Background: an optimization exercise with open tools, aiming at small area. Do not read the settings as production practice.
RTL that was checked went through simulation tests only; none was proved equivalent to the original.
Power and IR drop assume default switching activity.

==> flow/design.v <==
`timescale 1ns / 1ps
module L1_L2_Cache_System (
  input clk, reset,
  input cpu_req, cpu_write,
  input [31:0] cpu_addr,
  input [31:0] cpu_write_data,
  output reg [31:0] cpu_read_data,
  output reg L1_hit, L1_miss,
  output reg L2_hit, L2_miss,
  output reg [31:0] L1_hit_count,
  output reg [31:0] L1_miss_count,
  output reg [31:0] L2_hit_count,
  output reg [31:0] L2_miss_count,
  output reg mem_req_to_main,
  output reg mem_write_to_main,
  output reg [31:0] mem_addr_to_main,
  output reg [31:0] mem_write_data_to_main,
  input [31:0] mem_read_data_from_main
);
  function [31:0] count_up(input [31:0] c, input en);
    reg [31:0] t;
    integer b;
    begin
      t[0] = 1'b1;
      for (b = 1; b < 32; b = b + 1)
        t[b] = t[b-1] & c[b-1];
      count_up = c ^ (t & {32{en}});
    end
  endfunction
  reg [26*64-1:0] l2_tag;    
  reg [32*64-1:0] l2_data;   
  reg [3*16-1:0]  l2_st;     
  reg [2*16-1:0]  l1_way;    
  reg [32*16-1:0] l1_data;
  reg [31:0]      l2_rd;     
  reg        p_req, p_write, p_hit;
  reg [1:0]  p_way;
  reg [31:0] p_addr, p_wdata;
  wire [3:0]  c_idx = cpu_addr[5:2];
  wire [25:0] c_tag = cpu_addr[31:6];
  wire [3:0]  p_idx = p_addr[5:2];
  wire [25:0] p_tag = p_addr[31:6];
  wire [15:0] c_sel = 16'd1 << c_idx;
  wire [15:0] p_sel = 16'd1 << p_idx;
  wire [3:0]  pw_sel = 4'd1 << p_way;
  wire [2:0] c_st = l2_st[c_idx*3 +: 3];
  wire [2:0] p_st = l2_st[p_idx*3 +: 3];
  wire [3:0] c_valid = {c_st[2],
                        c_st[2] | (c_st[1:0] == 2'd3),
                        c_st[2] | c_st[1],
                        c_st[2] | (c_st[1:0] != 2'd0)};
  wire [3:0] cmp;
  genvar w;
  generate
    for (w = 0; w < 4; w = w + 1) begin : g_cmp
      reg [25:0] t;
      integer k;
      always @* begin
        t = 26'd0;
        for (k = 0; k < 16; k = k + 1)
          t = t | (l2_tag[(k*4+w)*26 +: 26] & {26{c_sel[k]}});
      end
      assign cmp[w] = c_valid[w] && (t == c_tag);
    end
  endgenerate
  wire       p_miss = p_req & ~p_hit;
  wire       p_at   = p_req && (p_idx == c_idx);
  wire       same   = p_at && (p_tag == c_tag);
  wire [1:0] victim = p_st[1:0];
  wire       alloc_here = p_miss && (p_idx == c_idx);
  wire [3:0] kill   = alloc_here ? (4'b0001 << victim) : 4'b0000;
  wire [3:0] hitv   = cmp & ~kill;
  wire       new_hit = same & p_miss;
  wire       l2e_hit = new_hit | (|hitv);
  wire [1:0] l2e_way = new_hit ? victim : {hitv[3] | hitv[2], hitv[3] | hitv[1]};
  wire [1:0] c_l1way = l1_way[c_idx*2 +: 2];
  wire       l1hit   = p_at ? same : |(cmp & (4'd1 << c_l1way));
  wire       issue   = cpu_req & (cpu_write | ~l1hit);
  reg [31:0] l1_rdata;
  integer k1;
  always @* begin
    l1_rdata = 32'd0;
    for (k1 = 0; k1 < 16; k1 = k1 + 1)
      l1_rdata = l1_rdata | (l1_data[k1*32 +: 32] & {32{c_sel[k1]}});
  end
  always @(posedge clk or posedge reset) begin
    if (reset) begin
      L1_hit <= 1'b0;
      L1_miss <= 1'b0;
      L1_hit_count <= 32'd0;
      L1_miss_count <= 32'd0;
      cpu_read_data <= 32'd0;
      p_req <= 1'b0;
      p_write <= 1'b0;
    end else begin
      L1_hit <= cpu_req & l1hit;
      L1_miss <= cpu_req & ~l1hit;
      L1_hit_count <= count_up(L1_hit_count, cpu_req & l1hit);
      L1_miss_count <= count_up(L1_miss_count, cpu_req & ~l1hit);
      if (cpu_req & ~cpu_write)
        cpu_read_data <= l1hit ? l1_rdata : l2_rd;
      p_req <= issue;
      p_write <= cpu_req & cpu_write;
    end
  end
  always @(posedge clk) begin
    if (issue) begin
      p_addr <= {cpu_addr[31:2], l1hit ? cpu_addr[1:0] : 2'b00};
      p_hit <= l2e_hit;
      p_way <= l2e_way;
    end
    if (cpu_req & cpu_write)
      p_wdata <= cpu_write_data;
  end
  genvar i;
  generate
    for (i = 0; i < 16; i = i + 1) begin : g_l1
      always @(posedge clk)
        if (issue && c_idx == i)
          l1_data[i*32 +: 32] <= cpu_write ? cpu_write_data : l2_rd;
    end
  endgenerate
  wire [1:0] u = p_hit ? p_way : victim;
  wire       l2_issue = p_req & (p_write | ~p_hit);
  wire [31:0] l2_wdata = p_write ? p_wdata : mem_read_data_from_main;
  reg [31:0] l2_rdata;
  integer k2;
  always @* begin
    l2_rdata = 32'd0;
    for (k2 = 0; k2 < 64; k2 = k2 + 1)
      l2_rdata = l2_rdata | (l2_data[k2*32 +: 32] & {32{p_sel[k2/4] & pw_sel[k2%4]}});
  end
  always @(posedge clk or posedge reset) begin
    if (reset) begin
      L2_hit <= 1'b0;
      L2_miss <= 1'b0;
      L2_hit_count <= 32'd0;
      L2_miss_count <= 32'd0;
      mem_req_to_main <= 1'b0;
      mem_write_to_main <= 1'b0;
      mem_addr_to_main <= 32'd0;
      mem_write_data_to_main <= 32'd0;
      l2_rd <= 32'd0;
    end else begin
      L2_hit <= p_req & p_hit;
      L2_miss <= p_miss;
      L2_hit_count <= count_up(L2_hit_count, p_req & p_hit);
      L2_miss_count <= count_up(L2_miss_count, p_miss);
      mem_req_to_main <= l2_issue;
      mem_write_to_main <= p_write;
      if (l2_issue)
        mem_addr_to_main <= p_addr;
      if (p_write)
        mem_write_data_to_main <= p_wdata;
      if (p_req & ~p_write)
        l2_rd <= p_hit ? l2_rdata : mem_read_data_from_main;
    end
  end
  genvar s;
  generate
    for (s = 0; s < 16; s = s + 1) begin : g_set
      always @(posedge clk or posedge reset) begin
        if (reset)
          l2_st[s*3 +: 3] <= 3'd0;
        else if (p_miss && p_idx == s)
          l2_st[s*3 +: 3] <= {l2_st[s*3+2] | (l2_st[s*3 +: 2] == 2'd3), l2_st[s*3 +: 2] + 2'd1};
      end
      always @(posedge clk)
        if (p_req && p_idx == s)
          l1_way[s*2 +: 2] <= u;
      for (w = 0; w < 4; w = w + 1) begin : g_way
        always @(posedge clk)
          if (l2_issue && p_idx == s && u == w) begin
            l2_tag[(s*4+w)*26 +: 26] <= p_tag;
            l2_data[(s*4+w)*32 +: 32] <= l2_wdata;
          end
      end
    end
  endgenerate
endmodule
clock: 12.0 ns
lec_check: 0
cap_margin: 20
core_margin: 2
core_utilization: 62
cts_buf_list: sky130_fd_sc_hd__clkbuf_16
cts_cluster_diameter: 100
cts_cluster_size: 30
place_density: 0.72
slew_margin: 20
standard.sh (not shown) runs the stock make flow with config.mk's settings and CLKGATE_MAP_FILE= SYNTH_SCRIPT=/design/flow/synth_recipe.tcl, a recipe that flattens the netlist after the stock synthesis.
==> flow/flow/run.sh <==
#!/bin/bash
# Own layout flow: the standard flow (standard.sh, all steps) with two changes:
#  - Yosys's ABC technology mapping uses an area-oriented script (flow/abc_area.script, delay
#    relaxed) in place of ORFS's abc_speed.script; the rest of synthesis, and so every register's
#    name and cell type, is unchanged.
#  - the port buffers inserted by buffer_ports are sky130_fd_sc_hd__buf_1.
# Each tool's output is in ORFS's own logs (orfs/logs/...); make's output is in flow_make.log.
set -euo pipefail
W=$PWD
rm -rf "$W/scripts_own"
cp -r "$FLOW_HOME/scripts" "$W/scripts_own"
cp "$W/flow/abc_area.script" "$W/scripts_own/abc_speed.script"
export SCRIPTS_DIR="$W/scripts_own"
export BUFFER_PORTS_ARGS="-buffer_cell sky130_fd_sc_hd__buf_1"
bash "$W/standard.sh" > "$W/flow_make.log" 2>&1
==> flow/flow/abc_area.script <==
&get -n
&st
&dch -f
&nf -a -R 1000
&st
&dch -f
&nf -a -R 1000
&st
&dch -f
&nf -a -R 1000
&put
topo
Change:
--- a/flow/design.v
+++ b/flow/design.v
@@ -161,10 +161,11 @@
     for (s = 0; s < 16; s = s + 1) begin : g_set
       always @(posedge clk or posedge reset) begin
         if (reset)
           l2_st[s*3 +: 3] <= 3'd0;
-        else if (p_miss && p_idx == s)
-          l2_st[s*3 +: 3] <= {l2_st[s*3+2] | (l2_st[s*3 +: 2] == 2'd3), l2_st[s*3 +: 2] + 2'd1};
+        else
+          l2_st[s*3 +: 3] <= l2_st[s*3 +: 3] ^ ({~l2_st[s*3+2] & l2_st[s*3+1] & l2_st[s*3], l2_st[s*3], 1'b1}
+                                               & {3{p_miss & p_sel[s]}});
       end
       always @(posedge clk)
         if (p_req && p_idx == s)
           l1_way[s*2 +: 2] <= u;
Non-clock buffer count rises by 2.
Die area stays flat.
Routed wire length hardly moves.
Cell area is about the same.
Global-route usage rises by 0.19 points.

// L1_L2_Cache_System: RTL as listed in full above, without the edits since
Settings: LEC_CHECK=0, CAP_MARGIN=20, CORE_MARGIN=2, CORE_UTILIZATION=62, CTS_BUF_LIST=sky130_fd_sc_hd__clkbuf_16, CTS_CLUSTER_DIAMETER=90, CTS_CLUSTER_SIZE=26, PLACE_DENSITY=0.72, SLEW_MARGIN=20; clock period 12.0 ns.
Scripts as last shown in full above: flow/flow/run.sh, flow/flow/abc_area.script
Rerun with:
--- a/flow/design.v
+++ b/flow/design.v
@@ -170,9 +170,10 @@
           l1_way[s*2 +: 2] <= u;
       for (w = 0; w < 4; w = w + 1) begin : g_way
-        always @(posedge clk)
-          if (l2_issue && p_idx == s && u == w) begin
+        always @(posedge clk) begin
+          if (p_miss && p_idx == s && u == w)
             l2_tag[(s*4+w)*26 +: 26] <= p_tag;
+          if (l2_issue && p_idx == s && u == w)
             l2_data[(s*4+w)*32 +: 32] <= l2_wdata;
-          end
+        end
       end
     end
Final cell count hardly moves.
Via count fell by 1.6%.
Hold slack degrades by 0.0037 ns.
Synthesized cell count rose by 0.48%.
Die area is about the same.
Total power barely changes.
Cell area rose by 0.57%.
Clock power rose by about 1%.
Clock-buffer cell count rose by 7.
Function not checked in the second run of this note: the RTL went through the layout flow alone.

L1_L2_Cache_System, a different RTL version from the one above (not shown whole).
For scale: about 10000 cells after synthesis, roughly 4600 flip-flops, roughly 330 I/O pins, ~0.18 mm² of cells after synthesis.
==> module L1_L2_Cache_System, before the edit <==
module L1_L2_Cache_System (
  input clk, reset,
  input cpu_req, cpu_write,
  input [31:0] cpu_addr,
  input [31:0] cpu_write_data,
  output reg [31:0] cpu_read_data,
  output reg L1_hit, L1_miss,
  output reg L2_hit, L2_miss,
  output reg [31:0] L1_hit_count,
  output reg [31:0] L1_miss_count,
  output reg [31:0] L2_hit_count,
  output reg [31:0] L2_miss_count,
  output reg mem_req_to_main,
  output reg mem_write_to_main,
  output reg [31:0] mem_addr_to_main,
  output reg [31:0] mem_write_data_to_main,
  input [31:0] mem_read_data_from_main
);
  reg [26*64-1:0] l2_tag;    
  reg [32*64-1:0] l2_data;   
  reg [3*16-1:0]  l2_st;     
  reg [2*16-1:0]  l1_way;    
  reg [32*16-1:0] l1_data;
  reg [31:0]      l2_rd;     
  reg        p_req, p_write, p_hit;
  reg [1:0]  p_way;
  reg [31:0] p_addr, p_wdata;
  wire [3:0]  c_idx = cpu_addr[5:2];
  wire [25:0] c_tag = cpu_addr[31:6];
  wire [3:0]  p_idx = p_addr[5:2];
  wire [25:0] p_tag = p_addr[31:6];
  wire [15:0] c_sel = 16'd1 << c_idx;
  wire [15:0] p_sel = 16'd1 << p_idx;
  wire [3:0]  pw_sel = 4'd1 << p_way;
  wire [2:0] c_st = l2_st[c_idx*3 +: 3];
  wire [2:0] p_st = l2_st[p_idx*3 +: 3];
  wire [3:0] c_valid = {c_st[2],
                        c_st[2] | (c_st[1:0] == 2'd3),
                        c_st[2] | c_st[1],
                        c_st[2] | (c_st[1:0] != 2'd0)};
  wire [3:0] cmp;
  genvar w;
  generate
    for (w = 0; w < 4; w = w + 1) begin : g_cmp
      reg [25:0] t;
      integer k;
      always @* begin
        t = 26'd0;
        for (k = 0; k < 16; k = k + 1)
          t = t | (l2_tag[(k*4+w)*26 +: 26] & {26{c_sel[k]}});
      end
      assign cmp[w] = c_valid[w] && (t == c_tag);
    end
  endgenerate
  wire       p_miss = p_req & ~p_hit;
  wire       p_at   = p_req && (p_idx == c_idx);
  wire       same   = p_at && (p_tag == c_tag);
  wire [1:0] victim = p_st[1:0];
  wire       alloc_here = p_miss && (p_idx == c_idx);
  wire [3:0] kill   = alloc_here ? (4'b0001 << victim) : 4'b0000;
  wire [3:0] hitv   = cmp & ~kill;
  wire       new_hit = same & p_miss;
  wire       l2e_hit = new_hit | (|hitv);
  wire [1:0] l2e_way = new_hit ? victim : {hitv[3] | hitv[2], hitv[3] | hitv[1]};
  wire [1:0] c_l1way = l1_way[c_idx*2 +: 2];
  wire       l1hit   = p_at ? same : cmp[c_l1way];
  wire       issue   = cpu_req & (cpu_write | ~l1hit);
  reg [31:0] l1_rdata;
  integer k1;
  always @* begin
    l1_rdata = 32'd0;
    for (k1 = 0; k1 < 16; k1 = k1 + 1)
      l1_rdata = l1_rdata | (l1_data[k1*32 +: 32] & {32{c_sel[k1]}});
  end
  always @(posedge clk or posedge reset) begin
    if (reset) begin
      L1_hit <= 1'b0;
      L1_miss <= 1'b0;
      L1_hit_count <= 32'd0;
      L1_miss_count <= 32'd0;
      cpu_read_data <= 32'd0;
      p_req <= 1'b0;
      p_write <= 1'b0;
    end else begin
      L1_hit <= cpu_req & l1hit;
      L1_miss <= cpu_req & ~l1hit;
      L1_hit_count <= L1_hit_count + {31'd0, cpu_req & l1hit};
      L1_miss_count <= L1_miss_count + {31'd0, cpu_req & ~l1hit};
      if (cpu_req & ~cpu_write)
        cpu_read_data <= l1hit ? l1_rdata : l2_rd;
      p_req <= issue;
      p_write <= cpu_req & cpu_write;
    end
  end
  always @(posedge clk) begin
    if (issue) begin
      p_addr <= {cpu_addr[31:2], l1hit ? cpu_addr[1:0] : 2'b00};
      p_hit <= l2e_hit;
      p_way <= l2e_way;
    end
    if (cpu_req & cpu_write)
      p_wdata <= cpu_write_data;
  end
  genvar i;
  generate
    for (i = 0; i < 16; i = i + 1) begin : g_l1
      always @(posedge clk)
        if (issue && c_idx == i)
          l1_data[i*32 +: 32] <= cpu_write ? cpu_write_data : l2_rd;
    end
  endgenerate
  wire [1:0] u = p_hit ? p_way : victim;
  wire       l2_issue = p_req & (p_write | ~p_hit);
  wire [31:0] l2_wdata = p_write ? p_wdata : mem_read_data_from_main;
  reg [31:0] l2_rdata;
  integer k2;
  always @* begin
    l2_rdata = 32'd0;
    for (k2 = 0; k2 < 64; k2 = k2 + 1)
      l2_rdata = l2_rdata | (l2_data[k2*32 +: 32] & {32{p_sel[k2/4] & pw_sel[k2%4]}});
  end
  always @(posedge clk or posedge reset) begin
    if (reset) begin
      L2_hit <= 1'b0;
      L2_miss <= 1'b0;
      L2_hit_count <= 32'd0;
      L2_miss_count <= 32'd0;
      mem_req_to_main <= 1'b0;
      mem_write_to_main <= 1'b0;
      mem_addr_to_main <= 32'd0;
      mem_write_data_to_main <= 32'd0;
      l2_rd <= 32'd0;
    end else begin
      L2_hit <= p_req & p_hit;
      L2_miss <= p_miss;
      L2_hit_count <= L2_hit_count + {31'd0, p_req & p_hit};
      L2_miss_count <= L2_miss_count + {31'd0, p_miss};
      mem_req_to_main <= l2_issue;
      mem_write_to_main <= p_write;
      if (l2_issue)
        mem_addr_to_main <= p_addr;
      if (p_write)
        mem_write_data_to_main <= p_wdata;
      if (p_req & ~p_write)
        l2_rd <= p_hit ? l2_rdata : mem_read_data_from_main;
    end
  end
  genvar s;
  generate
    for (s = 0; s < 16; s = s + 1) begin : g_set
      always @(posedge clk or posedge reset) begin
        if (reset)
          l2_st[s*3 +: 3] <= 3'd0;
        else if (p_miss && p_idx == s)
          l2_st[s*3 +: 3] <= {l2_st[s*3+2] | (l2_st[s*3 +: 2] == 2'd3), l2_st[s*3 +: 2] + 2'd1};
      end
      always @(posedge clk)
        if (p_req && p_idx == s)
          l1_way[s*2 +: 2] <= u;
      for (w = 0; w < 4; w = w + 1) begin : g_way
        always @(posedge clk) begin
          if (p_miss && p_idx == s && u == w)
            l2_tag[(s*4+w)*26 +: 26] <= p_tag;
          if (l2_issue && p_idx == s && u == w)
            l2_data[(s*4+w)*32 +: 32] <= l2_wdata;
        end
      end
    end
  endgenerate
endmodule
Settings: LEC_CHECK=0, CAP_MARGIN=20, CORE_MARGIN=2, CORE_UTILIZATION=35, PLACE_DENSITY=0.4, SLEW_MARGIN=20; clock period 12.0 ns.
run.sh (not shown) runs the stock make flow with config.mk's settings and CLKGATE_MAP_FILE= SYNTH_SCRIPT=/design/flow/synth_recipe.tcl, a recipe that flattens the netlist after the stock synthesis.
Stock flow here: none of the scripts above is used.
Next try:
--- a/flow/design.v
+++ b/flow/design.v
@@ -27,33 +27,23 @@
   reg [1:0]  p_way;
   reg [31:0] p_addr, p_wdata;
   wire [3:0]  c_idx = cpu_addr[5:2];
   wire [25:0] c_tag = cpu_addr[31:6];
   wire [3:0]  p_idx = p_addr[5:2];
   wire [25:0] p_tag = p_addr[31:6];
-  wire [15:0] c_sel = 16'd1 << c_idx;
-  wire [15:0] p_sel = 16'd1 << p_idx;
-  wire [3:0]  pw_sel = 4'd1 << p_way;
   wire [2:0] c_st = l2_st[c_idx*3 +: 3];
   wire [2:0] p_st = l2_st[p_idx*3 +: 3];
   wire [3:0] c_valid = {c_st[2],
                         c_st[2] | (c_st[1:0] == 2'd3),
                         c_st[2] | c_st[1],
                         c_st[2] | (c_st[1:0] != 2'd0)};
   wire [3:0] cmp;
   genvar w;
   generate
     for (w = 0; w < 4; w = w + 1) begin : g_cmp
-      reg [25:0] t;
-      integer k;
-      always @* begin
-        t = 26'd0;
-        for (k = 0; k < 16; k = k + 1)
-          t = t | (l2_tag[(k*4+w)*26 +: 26] & {26{c_sel[k]}});
-      end
-      assign cmp[w] = c_valid[w] && (t == c_tag);
+      assign cmp[w] = c_valid[w] && (l2_tag[({c_idx, w[1:0]})*26 +: 26] == c_tag);
     end
   endgenerate
   wire       p_miss = p_req & ~p_hit;
   wire       p_at   = p_req && (p_idx == c_idx);
   wire       same   = p_at && (p_tag == c_tag);
   wire [1:0] victim = p_st[1:0];
@@ -63,19 +53,12 @@
   wire       new_hit = same & p_miss;
   wire       l2e_hit = new_hit | (|hitv);
   wire [1:0] l2e_way = new_hit ? victim : {hitv[3] | hitv[2], hitv[3] | hitv[1]};
   wire [1:0] c_l1way = l1_way[c_idx*2 +: 2];
   wire       l1hit   = p_at ? same : cmp[c_l1way];
   wire       issue   = cpu_req & (cpu_write | ~l1hit);
-  reg [31:0] l1_rdata;
-  integer k1;
-  always @* begin
-    l1_rdata = 32'd0;
-    for (k1 = 0; k1 < 16; k1 = k1 + 1)
-      l1_rdata = l1_rdata | (l1_data[k1*32 +: 32] & {32{c_sel[k1]}});
-  end
   always @(posedge clk or posedge reset) begin
     if (reset) begin
       L1_hit <= 1'b0;
       L1_miss <= 1'b0;
       L1_hit_count <= 32'd0;
       L1_miss_count <= 32'd0;
@@ -85,13 +68,13 @@
     end else begin
       L1_hit <= cpu_req & l1hit;
       L1_miss <= cpu_req & ~l1hit;
       L1_hit_count <= L1_hit_count + {31'd0, cpu_req & l1hit};
       L1_miss_count <= L1_miss_count + {31'd0, cpu_req & ~l1hit};
       if (cpu_req & ~cpu_write)
-        cpu_read_data <= l1hit ? l1_rdata : l2_rd;
+        cpu_read_data <= l1hit ? l1_data[c_idx*32 +: 32] : l2_rd;
       p_req <= issue;
       p_write <= cpu_req & cpu_write;
     end
   end
   always @(posedge clk) begin
     if (issue) begin
@@ -110,19 +93,12 @@
           l1_data[i*32 +: 32] <= cpu_write ? cpu_write_data : l2_rd;
     end
   endgenerate
   wire [1:0] u = p_hit ? p_way : victim;
   wire       l2_issue = p_req & (p_write | ~p_hit);
   wire [31:0] l2_wdata = p_write ? p_wdata : mem_read_data_from_main;
-  reg [31:0] l2_rdata;
-  integer k2;
-  always @* begin
-    l2_rdata = 32'd0;
-    for (k2 = 0; k2 < 64; k2 = k2 + 1)
-      l2_rdata = l2_rdata | (l2_data[k2*32 +: 32] & {32{p_sel[k2/4] & pw_sel[k2%4]}});
-  end
   always @(posedge clk or posedge reset) begin
     if (reset) begin
       L2_hit <= 1'b0;
       L2_miss <= 1'b0;
       L2_hit_count <= 32'd0;
       L2_miss_count <= 32'd0;
@@ -140,13 +116,13 @@
       mem_write_to_main <= p_write;
       if (l2_issue)
         mem_addr_to_main <= p_addr;
       if (p_write)
         mem_write_data_to_main <= p_wdata;
       if (p_req & ~p_write)
-        l2_rd <= p_hit ? l2_rdata : mem_read_data_from_main;
+        l2_rd <= p_hit ? l2_data[{p_idx, p_way}*32 +: 32] : mem_read_data_from_main;
     end
   end
   genvar s;
   generate
     for (s = 0; s < 16; s = s + 1) begin : g_set
       always @(posedge clk or posedge reset) begin
After rerunning:
- The new run completed with no timing, DRC or antenna violations
- global-route usage went down by 9.1 points
- die area went up by 4.6%
- first-iteration DRC count went down by 43%
- utilization went down by 0.55 points
- flip-flop and latch count stays the same
The RTL of the first run of this note was laid out without a check of its function.

==> separate check: timing with driven ports <==
How much do the figures lean on ideal ports? The routed layouts below were timed once more, with nothing changed but the port constraints.
Step 1 assumes that a clkbuf_16 drives the clock port and a buf_2 every other input.
Step 2 adds t to the input delays and takes it off the output delays; t is the mean of the earliest and latest rising clock arrival at the registers after step 1. Input paths then give back, and output paths get back, about the clock's delay inside the block.
Slacks: ideal ports / drivers / drivers and shift; pairs: ideal ports / drivers.
run | shift t [ns] | setup WS [ns] | clock arrival spread, ns | worst register clock-pin slew, ns | worst slew at a driven data input, ns
the first run of note 1 | 1.022 | 2.004 / 1.980 / 0.958 | 0.046 / 0.046 | 0.12 / 0.12 | 0.32
the second run of note 1 | 1.004 | 2.687 / 2.654 / 1.650 | 0.047 / 0.047 | 0.12 / 0.12 | 0.23
the first run of note 2 | 1.022 | 1.981 / 1.948 / 0.926 | 0.046 / 0.046 | 0.11 / 0.11 | 0.30
the second run of note 2 | 1.048 | 3.226 / 3.141 / 2.094 | 0.113 / 0.113 | 0.11 / 0.11 | 0.20
the first run of note 3 | 1.183 | 2.959 / 3.026 / 1.842 | 0.069 / 0.069 | 0.07 / 0.07 | 0.35
the second run of note 3 | 1.163 | 3.102 / 3.167 / 2.004 | 0.056 / 0.056 | 0.07 / 0.07 | 0.22
After both steps every run listed still meets setup and hold. For the second run of note 2, which loses most, drivers alone change the setup slack by -0.085 ns; drivers and shift together by -1.132 ns.
